This is an optimization exercise on Yosys and OpenROAD, whose aim is small area, not a production implementation.
Only simulation tests tie the RTL to the original design; equivalence was not proved.
No activity file was given, so power comes from the tool's default toggle rates.

<file path="flow/config.mk">
export PLATFORM = sky130hd
export DESIGN_NAME = led_interface
export DESIGN_NICKNAME = led_interface
export VERILOG_FILES = /design/flow/design.v
export SDC_FILE = /design/flow/constraint.sdc
export NUM_CORES = 4
export LEC_CHECK = 0
export CAP_MARGIN = 20
export CORE_MARGIN = 2
export CORE_UTILIZATION = 40
export SLEW_MARGIN = 20
</file>
<file path="flow/constraint.sdc">
create_clock -name core_clock -period 6.0 [get_ports {clk}]
set_input_delay 1.2000 -clock core_clock [delete_from_list [all_inputs] [get_ports {clk}]]
set_output_delay 1.2000 -clock core_clock [all_outputs]
set_load 0.01 [all_outputs]
</file>
<file path="flow/design.v">
module led_interface #(
  parameter clock_freq      = 20_000    ,
  parameter blink_period_ms = 100       ,
  parameter pause_before_ms = 1_000     ,
  parameter pause_after_ms  = 1_000     ,
  parameter bits_count      = 8
) (
  input                   clk          ,
  input                   reset        ,
  input  [bits_count-1:0] parallel_code,
  output                  serial_code
);
  localparam pause_before = pause_before_ms * ( clock_freq / 1000 );
  localparam pause_after  = pause_after_ms  * ( clock_freq / 1000 );
  localparam blink_period = blink_period_ms * ( clock_freq / 1000 );
  logic [bits_count-1:0] code_meta      ;
  logic [bits_count-1:0] code_latch     ;
  logic [bits_count-1:0] current_code   ;
  logic [           2:0] state_counter  ;
  logic [           7:0] bit_counter    ;
  logic [          31:0] before_timer   ;
  logic [          31:0] after_timer    ;
  logic [          31:0] blink_timer    ;
  logic                  serial_code_reg;
  assign serial_code = serial_code_reg;
  always_ff @( posedge clk or posedge reset )
    begin
      if ( reset )
        begin
          code_meta     <= '0;
          code_latch    <= '0;
          current_code  <= '0;
          before_timer  <= '0;
          after_timer   <= '0;
          blink_timer   <= '0;
          state_counter <= '0;
          bit_counter   <= bits_count - 1'b1;
        end
      else
        begin
          if ( ( pause_before > 0 ) && ( before_timer < pause_before - 1'b1 ) )
            before_timer <= before_timer + 1'b1;
          else
            begin
              if ( ( bit_counter > 0 ) || ( state_counter < 7 ) )
                begin
                  if ( blink_timer < blink_period - 1'b1 )
                    blink_timer <= blink_timer + 1'b1;
                  else
                    begin
                      if ( state_counter < 7 )
                        state_counter <= state_counter + 1'b1;
                      else
                        begin
                          state_counter <= 0;
                          bit_counter   <= bit_counter - 1'b1;
                        end
                      blink_timer <= 0;
                    end
                end
              else
                begin
                  if ( ( pause_after > 0 ) && ( after_timer < pause_after - 1'b1 ) )
                    after_timer <= after_timer + 1'b1;
                  else
                    begin
                      before_timer  <= '0;
                      after_timer   <= '0;
                      state_counter <= '0;
                      bit_counter   <= bits_count - 1'b1;
                      current_code  <= code_latch;
                    end
                end
            end
          { code_latch, code_meta } <= { code_meta, parallel_code };
        end
    end
  always_ff @(posedge clk or posedge reset)
    begin
      if ( reset )
        serial_code_reg <= '0;
      else
        case( state_counter )
          3, 4, 5 : serial_code_reg <= current_code[bit_counter];
          2       : serial_code_reg <= 1'b1;
          default : serial_code_reg <= '0;
        endcase
    end
endmodule
</file>
<file path="flow/run.sh">
#!/bin/bash
# synth_recipe.tcl (not shown) runs the flow's synth.tcl, then flattens the netlist and writes it again
# the make line also repeats each setting of config.mk as NAME=value (left out here)
make -C /OpenROAD-flow-scripts/flow DESIGN_CONFIG=/design/flow/config.mk WORK_HOME=/design/flow/orfs CLKGATE_MAP_FILE= SYNTH_SCRIPT=/design/flow/synth_recipe.tcl finish
</file>
==> reports/results.txt, run 1 <==
The global-route wire length before repair came out at 21.1 mm. Number of top-level design ports: 11. The worst setup path is launched from a flip-flop.

The synthesized design contains 0 enable-type register cells. Buffers inserted during clock tree synthesis total 17. In the post-route analysis, the smallest setup slack over all paths is 2740 ps. The number of nets handed over by synthesis was 597. Leaving out filler cells and counting taps, the final layout contains 786. Total power consumption of the routed design: 1.92 mW. Hold path endpoint: code_latch[6]. Sequential cells were found to cover 55.1% of the synthesized design area. The synthesized design contains 132 register bits.

The count of pins over their slew limit was 0. Measured along the x axis, the die boundary spans 126 um. The tools report the via count of the first global-routing pass as 4419. The tree is rooted in a sky130_fd_sc_hd__clkbuf_16. The initialized floorplan defines 44 standard-cell rows.

Violation count after the first detailed-route iteration: 337. Of all flip-flops after synthesis, the portion carrying an async set or reset was 100%. The tools report the number of max-cap violations as 0. Global routing consumed, over all layers together, 16.3% of the routing resources.

In the layout the commonest cells are 129 x sky130_fd_sc_hd__dfrtp_1, 64 x sky130_fd_sc_hd__nor2_1, 41 x sky130_fd_sc_hd__nand2_1. For the floorplan core area, the log shows 14600 um2. The analysis attributes to cell leakage a power of 3.16 nW. For the worst setup path, the data required time is 6300 ps. After clock tree synthesis, the flow added hold-fix buffers numbering 0.

At the later pin of the worst-skew pair, clock insertion delay measures 420 ps. Before antenna repair, the detailed router went through 4 iterations. After synthesis, the netlist uses 51 different library cells. The run gives 2740 ps as the setup slack on the worst flop-to-flop path. Once the clock tree was built, the resizer swapped 0 gates to a different size. Synthesis produced a netlist whose cell count is 579.

The critical path is of the reg -> reg type. The CTS sink count was 132; the buffer count from post-CTS setup fixing was 0. At the pin with the least slew margin, the transition time is 1060 ps.

The tightest min-delay check is of the reg -> reg type. The dominant register cell in the synthesized netlist is sky130_fd_sc_hd__dfrtp_1. At the end of routability-driven placement, the weighted congestion stood at 0.776. For the largest net degree at the start of global routing, the log shows 72. For this configuration, the core starts out at a cell density of 41.1%. The worst setup path is captured at a flip-flop. The count of nets left with antenna violations once routing finished came out at 0.

Timing would allow up to 307 MHz. The startpoint identified for the worst register-to-register timing path is bit_counter[3]. The worst-case IR drop observed on VDD is 196 uV. The initial antenna violation count is 0. The logs give 16000 um2 for the area of the die and 0 for the number of failing hold endpoints at the final stage. The count of input and output buffers is 10, and the synthesis-to-layout area growth is 13.9%. The setup slack after placement was 2740 ps; the worst-case clock buffer depth was 2.

The logs give 1 for the number of synthesis warnings and 12.0 mm for the total wire length after detailed routing. The post-route netlist has 11.5% of its cells at a drive strength greater than 1. Synthesized cell area: 6000 um2. Setup repair after global routing left no endpoint under its margin. The tools report the arrival time reported for the critical path endpoint as 3560 ps.

The number of antenna diodes in the final layout is 0. The clock slew at the register clock pins of the worst setup and hold paths was 60 ps. In the final design database the tool counted 607 nets. The number of placed instances with taps included was 754; the final cycle utilization of the critical path was 54.4%. The clock period minus worst slack was 3260 ps. TritonCTS built the clock tree.

The mean post-synth cell area came out at 10.4 um2. The number of failing setup endpoints in the final timing report is 0, and the depth of the worst register-to-register path is 6. The overall via count from detail_route came out at 4409. For the final setup TNS, the log shows 0 ps. After global routing the overflow that remains totals 0. Along the worst hold path, the cell count comes to 0. Dividing the detail-routed wire length by the instance count gives 15.3 um. The startpoint identified for the worst hold timing path is code_meta[6].

The per-cell via count in the routed design works out to 5.61. For the final database, setup skew stands at 5.24 ps. Along the worst path, the maximum fanout reaches 24. The library cell used most frequently in the layout, excluding fill and tap cells, is sky130_fd_sc_hd__dfrtp_1. The largest registers in the layout are after_timer (32), before_timer (32), blink_timer (32). For the number of H-tree branching levels, the log shows 4. Detailed placement ended at an HPWL of 7.77 mm. The detailed-route DRC error count is 0, and the floorplan die height is 126 um.

The run finished with no timing, DRC or antenna violations. In this run the power density over the cells is 281 nW/um2. The worst register-to-register path ends at current_code[4].

For the worst slew margin relative to its limit, the log shows 28.6%.
==> cell usage after synthesis (all sizes together) (7+ instances only) <==
cell    number  share of area, %
o31ai        7              0.88
nand2       41               2.6
and2        33               3.4
a21o         7              0.88
inv         15              0.94
ha           8               1.7
clkbuf      13              0.81
or3          7              0.73
nand2b       8              0.83
nor4        15               1.8
dfrtp      129                54
and3        20               2.2
and4         7               1.0
a31oi       20               2.1
a21oi       20               1.7
a41oi       12               1.8
nor2        64               4.0
nor3        15               1.3
nand4       12               1.3
buf          9              0.88
mux2        18               3.4
nand3       20               1.7
o21ai       40               3.6
==> worst max path at each step <==
stage | end | slack [ps] | startpoint
after detailed placement | current_code[1] | 2740 | bit_counter[3]
after global placement | serial_code_reg | 2840 | reset
after global routing | current_code[4] | 2460 | bit_counter[3]
after CTS | current_code[4] | 2700 | bit_counter[3]
final | current_code[4] | 2740 | bit_counter[3]
after floorplan | after_timer[0] | 1280 | reset
==> power breakdown <==
part / total [mW] / internal, mW / switching [mW]
clock network: 1.00 / 0.597 / 0.403
registers: 0.898 / 0.896 / 0.00153
logic: 0.0231 / 0.00563 / 0.0175
total: 1.92 / 1.50 / 0.422
==> worst max-delay path: stages, from the launching register on <==
cell and delay [ps]:
sky130_fd_sc_hd__dfrtp_1 420, sky130_fd_sc_hd__or4_4 570, sky130_fd_sc_hd__nor3_2 260, sky130_fd_sc_hd__nand2_1 170
sky130_fd_sc_hd__a21oi_2 460, sky130_fd_sc_hd__and2_1 840, sky130_fd_sc_hd__mux2_2 420
==> cell type report <==
cell class,count,area [um2]
Timing Repair Buffer,13,123
Inverter,15,58.8
Clock inverter,13,125
Fill cell,1332,7760
Tap cell,184,230
Sequential cell,132,3310
Clock buffer,19,453
Multi-Input combinational cell,410,2540
==> through the flow <==
stage          area (um2)  hold WS (ps)  util (%)
5_1_grt              6830           366      46.8
3_3_place_gp         6250           332      42.9
3_5_place_dp         6250           336      42.9
6_report             6830           349      46.8
4_1_cts              6830           350      46.8
2_1_floorplan        6000           331         -
==> routing by layer <==
layer,routed length (um),vias to the layer above,track usage (%)
met1,5890,2204,21.9
met5,0,-,0
met2,5610,66,25.3
met4,175,0,6.59
met3,372,15,4.30
li1,-,2124,-
==> cell families after synthesis <==
logic type	synth area share, %
simple gates	22.2
compound gates	13.3
flops	55.1
buf+inv	2.63
xor+xnor	0.876
mux	4.30
fa+ha+maj	1.67
==> run 2, diff against run 1 <==
==> flow/design.v (replaced) <==
module led_interface #(
  parameter clock_freq      = 20_000    ,
  parameter blink_period_ms = 100       ,
  parameter pause_before_ms = 1_000     ,
  parameter pause_after_ms  = 1_000     ,
  parameter bits_count      = 8
) (
  input                   clk          ,
  input                   reset        ,
  input  [bits_count-1:0] parallel_code,
  output                  serial_code
);
  logic [10:0] blink;
  logic [ 3:0] grp;
  logic [ 2:0] ph;
  logic [ 7:0] code;     
  logic        blank;    
  wire ph2_is_2  = ( ph == 3'd2 );
  wire blink_end = ( { blink[10:3], blink[1:0] } == 10'd0 );
  wire load      = grp[3] && grp[0] && ph2_is_2 &&
                   ( blink[9:0] == 10'b11_0000_0000 );
  wire wrap      = grp[3] && grp[1] && ph2_is_2;
  always_ff @( posedge clk or posedge reset )
    if ( reset )
      begin
        blink <= 11'b000_0000_1001;
        grp   <= 4'd9;
        ph    <= 3'd3;
        blank <= 1'b1;
      end
    else
      begin
        blink <= { blink[9] , blink[8] && !load, blink[7:3],
                   blink[2] || blink_end, blink[1:0], blink[10] ~^ blink[8] };
        if ( blink_end )
          { grp, ph } <= wrap ? 7'd0 : { grp, ph } + 1'b1;
        if ( load )
          blank <= 1'b0;
      end
  always_ff @( posedge clk )
    if ( load )
      code <= { parallel_code[0], parallel_code[1], parallel_code[2], parallel_code[3],
                parallel_code[4], parallel_code[5], parallel_code[6], parallel_code[7] };
  assign serial_code = !grp[3] && ph[2] &&
                       ( ( !ph[1] && !ph[0] ) || ( code[grp[2:0]] && !blank ) );
endmodule
--- a/flow/config.mk
+++ b/flow/config.mk
@@ -7,5 +7,6 @@
 export LEC_CHECK = 0
 export CAP_MARGIN = 20
 export CORE_MARGIN = 2
-export CORE_UTILIZATION = 40
+export CORE_UTILIZATION = 70
+export CTS_BUF_LIST = sky130_fd_sc_hd__clkbuf_16
 export SLEW_MARGIN = 20
==> reports/results.txt, run 2 <==
The buffering stage count on the worst path with inverters included is 1 (+1), and the number of top-level design ports is 11 (unchanged). The arrival time reported for the critical path endpoint came out at 2230 ps (-1330 ps). The tools report the setup slack on the worst flop-to-flop path as 4170 ps (+1430 ps). The net switching share of the total power is 17.9% (-4.1 points).

Worst slew margin relative to its limit: 55.1% (+27 points). After synthesis, the most frequently instantiated cells are 12 x sky130_fd_sc_hd__dfrtp_1, 8 x sky130_fd_sc_hd__edfxtp_1, 7 x sky130_fd_sc_hd__dfstp_2, 6 x sky130_fd_sc_hd__nand2_1. Setup repair after global routing left no endpoint under its margin. The final setup TNS is 0 ps (unchanged), and the slew of the pin with the lowest slew margin is 673 ps (-388 ps).

Initial antenna violation count: 0 (unchanged). The count of input and output buffers came out at 10 (unchanged). The floorplan core area came out at 1520 um2 (-90%).

The complex-gate fraction of the synthesized area was 8.12% (-5.1 points). The tools report the non-filler instance count after layout as 112 (-86%). Yosys instantiated no cell more often than sky130_fd_sc_hd__dfrtp_1.

The final cycle utilization of the critical path works out to 57.2% (+2.8 points). The top cell type by total area after synthesis is sky130_fd_sc_hd__dfrtp_1. The number of H-tree branching levels is 1 (-3), and the CTS sink count is 27 (-80%). The violation count after the first detailed-route iteration came out at 27 (-92%).

The number of nets in the layout came out at 110 (-82%). The share of synthesized cell area in full adder, half adder and majority cells came out at 3.25% (+1.6 points). The tightest min-delay check is of the reg -> reg type. By area the synthesized netlist is led by sky130_fd_sc_hd__dfrtp_1 26%, sky130_fd_sc_hd__edfxtp_1 21%, sky130_fd_sc_hd__dfstp_2 16%.

Total iterations of the first detailed-routing run: 5 (+1). TritonCTS built the clock tree. The run gives 42.9% (-9.2 points) as the part of the total power dissipated in the clock network. The multiplexer area fraction after synthesis was 4.98% (+0.68 points); the proportion of synthesized flip-flops having asynchronous set or reset was 70.4% (-30 points).

The tools report the setup slack after placement as 2850 ps (+112 ps). The tools report the final weighted congestion in routability-driven placement as 0.829 (+6.8%). The share of the synthesized area in the top cell type is 26.0% (-28 points). The startpoint-to-endpoint class of the critical path was reg -> out.

Mean post-synth cell area: 13.4 um2 (+30%). Dominant register cell in the synthesized netlist: sky130_fd_sc_hd__dfrtp_1. The worst stage delay on the critical path was 640 ps (-200 ps); the number of synthesized register bits was 27 (-80%). The total power divided by cell area was 263 nW/um2 (-6.4%). The clock period minus worst slack is 3430 ps (+170 ps). The global-route wire length before repair was 3.55 mm (-83%); the clock insertion delay at the later pin of the skew report was 260 ps (-160 ps). The per-cell via count in the routed design is 6.69 (+19%), and the area of combinational cells with multiple inputs is 379 um2 (-85%). For the total nets after synthesis, the log shows 99 (-83%). The maximum clock rate was 291 MHz (-4.9%); the synthesized instance count was 86 (-85%).

For the detailed-route DRC error count, the log shows 0 (unchanged). The run gives 406 ps (+57.5 ps) as the worst hold margin. The via count of the first global-routing pass is 779 (-82%).

The run gives 75.9% (+35 points) as the starting density of the core. The run finished with no timing, DRC or antenna violations. The largest net degree at the start of global routing came out at 20 (-72%).

The number of failing setup endpoints in the final timing report is 0 (unchanged), and the area of the die is 1990 um2 (-88%). The worst-case vdd ir drop was 228 uV (+16%); the sequential share of power was 54.7% (+8.0 points). The clock slew at the register clock pins of the worst setup and hold paths was 60 ps (about the same); the number of fill cells in the layout was 69 (-95%). Switching component of the power: 0.0621 mW (-85%). The run gives 0 (unchanged) as the remaining global-route overflow. The total routing resource utilization after global routing is 25.9% (+9.6 points), and the final HPWL from detailed placement is 1.31 mm (-83%). The family with the most delay on the worst path was flip-flops. The cell sitting at the root of the clock tree is a sky130_fd_sc_hd__clkbuf_16. Count of nets left with antenna violations after detail routing: 0 (unchanged). In the layout the commonest cells are 12 x sky130_fd_sc_hd__dfrtp_1, 10 x sky130_fd_sc_hd__clkdlybuf4s50_1, 8 x sky130_fd_sc_hd__edfxtp_1.

The leakage component of the power was 0.538 nW (-83%); the floorplan die height was 44.6 um (-65%). The worst-case clock buffer depth is 2 (unchanged). The tools report the number of synthesis warnings as 1 (unchanged). For the number of diodes added for antenna fixing, the log shows 0 (unchanged). The routed wire length per instance was 19.4 um (+27%); the post-synthesis sequential area ratio was 62.7% (+7.6 points).

The synthesized cell area is 1160 um2 (-81%). The number of flip-flops in the largest register was 11; the width of the die was 44.6 um (-65%). The largest registers in the layout are blink (11), code (8), grp (4). The main combinational cell family by area after synthesis is simple AND/OR/NAND/NOR gates.

The worst setup path is captured at an output pin. The distinct cell type count of the synthesized netlist was 35 (-31%). The count of hold buffers inserted by post-cts repair was 0 (unchanged). On the critical path, the stage with the largest delay is an instance of sky130_fd_sc_hd__dfstp_2. Register area: 724 um2 (-78%). The fraction of final layout cells with drive strength greater than 1 came out at 18.8% (+7.3 points). The number of failing hold endpoints at the final stage was 0 (unchanged); the total power consumption of the routed design was 0.347 mW (-82%). For the total wire length after detailed routing, the log shows 2.18 mm (-82%). For the number of CTS-inserted buffers, the log shows 3 (-14).

Post-route clock skew: 1.62 ps (-3.62 ps). The overall via count from detail_route was 749 (-83%). Leaving out fill and tap cells, the most frequent cell in the layout is sky130_fd_sc_hd__dfrtp_1. The parity-gate share of the synthesized area counting xor and xnor cells is 0.758% (-0.12 points). The register with the most flip-flops in the final layout is blink. Traced cell by cell, the critical path runs through mux4_2 -> a2bb2oi_1 -> a21oi_2 -> nor3b_2 -> clkdlybuf4s50_1. The largest fanout on the critical path is 9 (-63%), and the number of synthesized flops with an enable pin is 8 (+8). The part of the power in combinational logic came out at 2.4% (+1.2 points). The buffer count from post-CTS setup fixing is 0 (unchanged).

The required time of the worst setup path is 4800 ps (-1500 ps), and the simple logic cell fraction of the synthesized area is 15.7% (-6.5 points). The number of core rows was 14 (-68%); the count of pins over their slew limit was 0 (unchanged). STA classifies the critical path startpoint as a flip-flop. The run gives 0.285 mW (-81%) as the internal power component. The minimum setup slack in the final design came out at 2570 ps (-170 ps). The area growth from synthesis to layout is 14.1%. The total of cells resized after clock tree synthesis is 0 (unchanged), and the number of max-cap violations is 0 (unchanged). For the number of placed instances with taps included, the log shows 108 (-86%).
[run 2: cell count changes after synthesis, moves of 16 or more]
| cell | delta |
|---|---|
| sky130_fd_sc_hd__nand3_1 | -17 |
| sky130_fd_sc_hd__and2_1 | -31 |
| sky130_fd_sc_hd__and3_1 | -16 |
| sky130_fd_sc_hd__dfrtp_1 | -117 |
| sky130_fd_sc_hd__mux2_2 | -18 |
| sky130_fd_sc_hd__nand2_1 | -35 |
| sky130_fd_sc_hd__o21ai_0 | -35 |
| sky130_fd_sc_hd__nor2_1 | -61 |
| sky130_fd_sc_hd__a31oi_1 | -18 |
[run 2: final cells by class]
cell class | count | area share, %
Sequential cell | 27 | 54.9
Inverter | 4 | 1.14
Multi-Input combinational cell | 51 | 28.7
Clock inverter | 1 | 0.380
Tap cell | 16 | 1.52
Clock buffer | 3 | 5.69
Timing Repair Buffer | 10 | 7.59
[run 2: worst paths after layout]
| check | startpoint | end | cells after the start |
|---|---|---|---|
| worst max-delay path | grp[0] | serial_code | 5 |
| max in group asynchronous | reset | blink[10] | 2 |
| worst min register to register | blink[9] | blink[10] | 0 |
| worst max register to register | ph[1] | code[0] | 4 |
| min in group asynchronous | reset | grp[1] | 2 |
| worst min-delay path | blink[9] | blink[10] | 0 |
[run 2: power by group through the flow]
stage                     Clock, mW  Sequential, mW  Combinational [mW]
after floorplan                   0           0.193             0.00188
after CTS                     0.149           0.190             0.00832
after detailed placement          0           0.193             0.00820
after global routing          0.156           0.190             0.00937
after global placement            0           0.193             0.00797
final                         0.149           0.190             0.00817
[run 2: per-stage QoR]
step,area (um2),util [%]
6_report,1320,86.5
5_1_grt,1320,86.5
4_1_cts,1320,86.5
3_5_place_dp,1240,81.3
3_3_place_gp,1240,81.3
2_1_floorplan,1160,-
[run 2: logic make-up (layout without fill, tap and decap cells)]
logic type | Yosys count | count (layout)
compound gates | 15 | 15
xor+xnor | 1 | 1
fa+ha+maj | 3 | 3
buf+inv | 8 | 18
flops | 27 | 27
mux | 4 | 4
simple gates | 28 | 28
[run 2: layer usage]
metal,vias up,GRT usage (%),wire (um)
met5,-,0,0
met4,0,7.88,43
met3,7,4.08,118
met2,38,46.7,1180
met1,374,31.8,831
li1,330,-,-

static timing again, ports no longer ideal:
The results above use ideal ports. As a check the final layouts listed here were re-extracted and re-timed, cells and wires unchanged. Step 1 assumes that a clkbuf_16 drives the clock port and a buf_2 every other input. Step 2 also shifts input and output timing later by t, the mid clock arrival at the registers, as if the neighbouring blocks saw the same clock. Three values: ideal ports, drivers, drivers and shift; two values: the first two.
run	t (ns)	setup WS [ns]	cell pins on the clock port's net
run 1	0.459	2.737 / 2.737 / 2.737	1
run 2	0.282	2.568 / 2.543 / 2.825	1
After both steps every run listed still meets setup and hold.
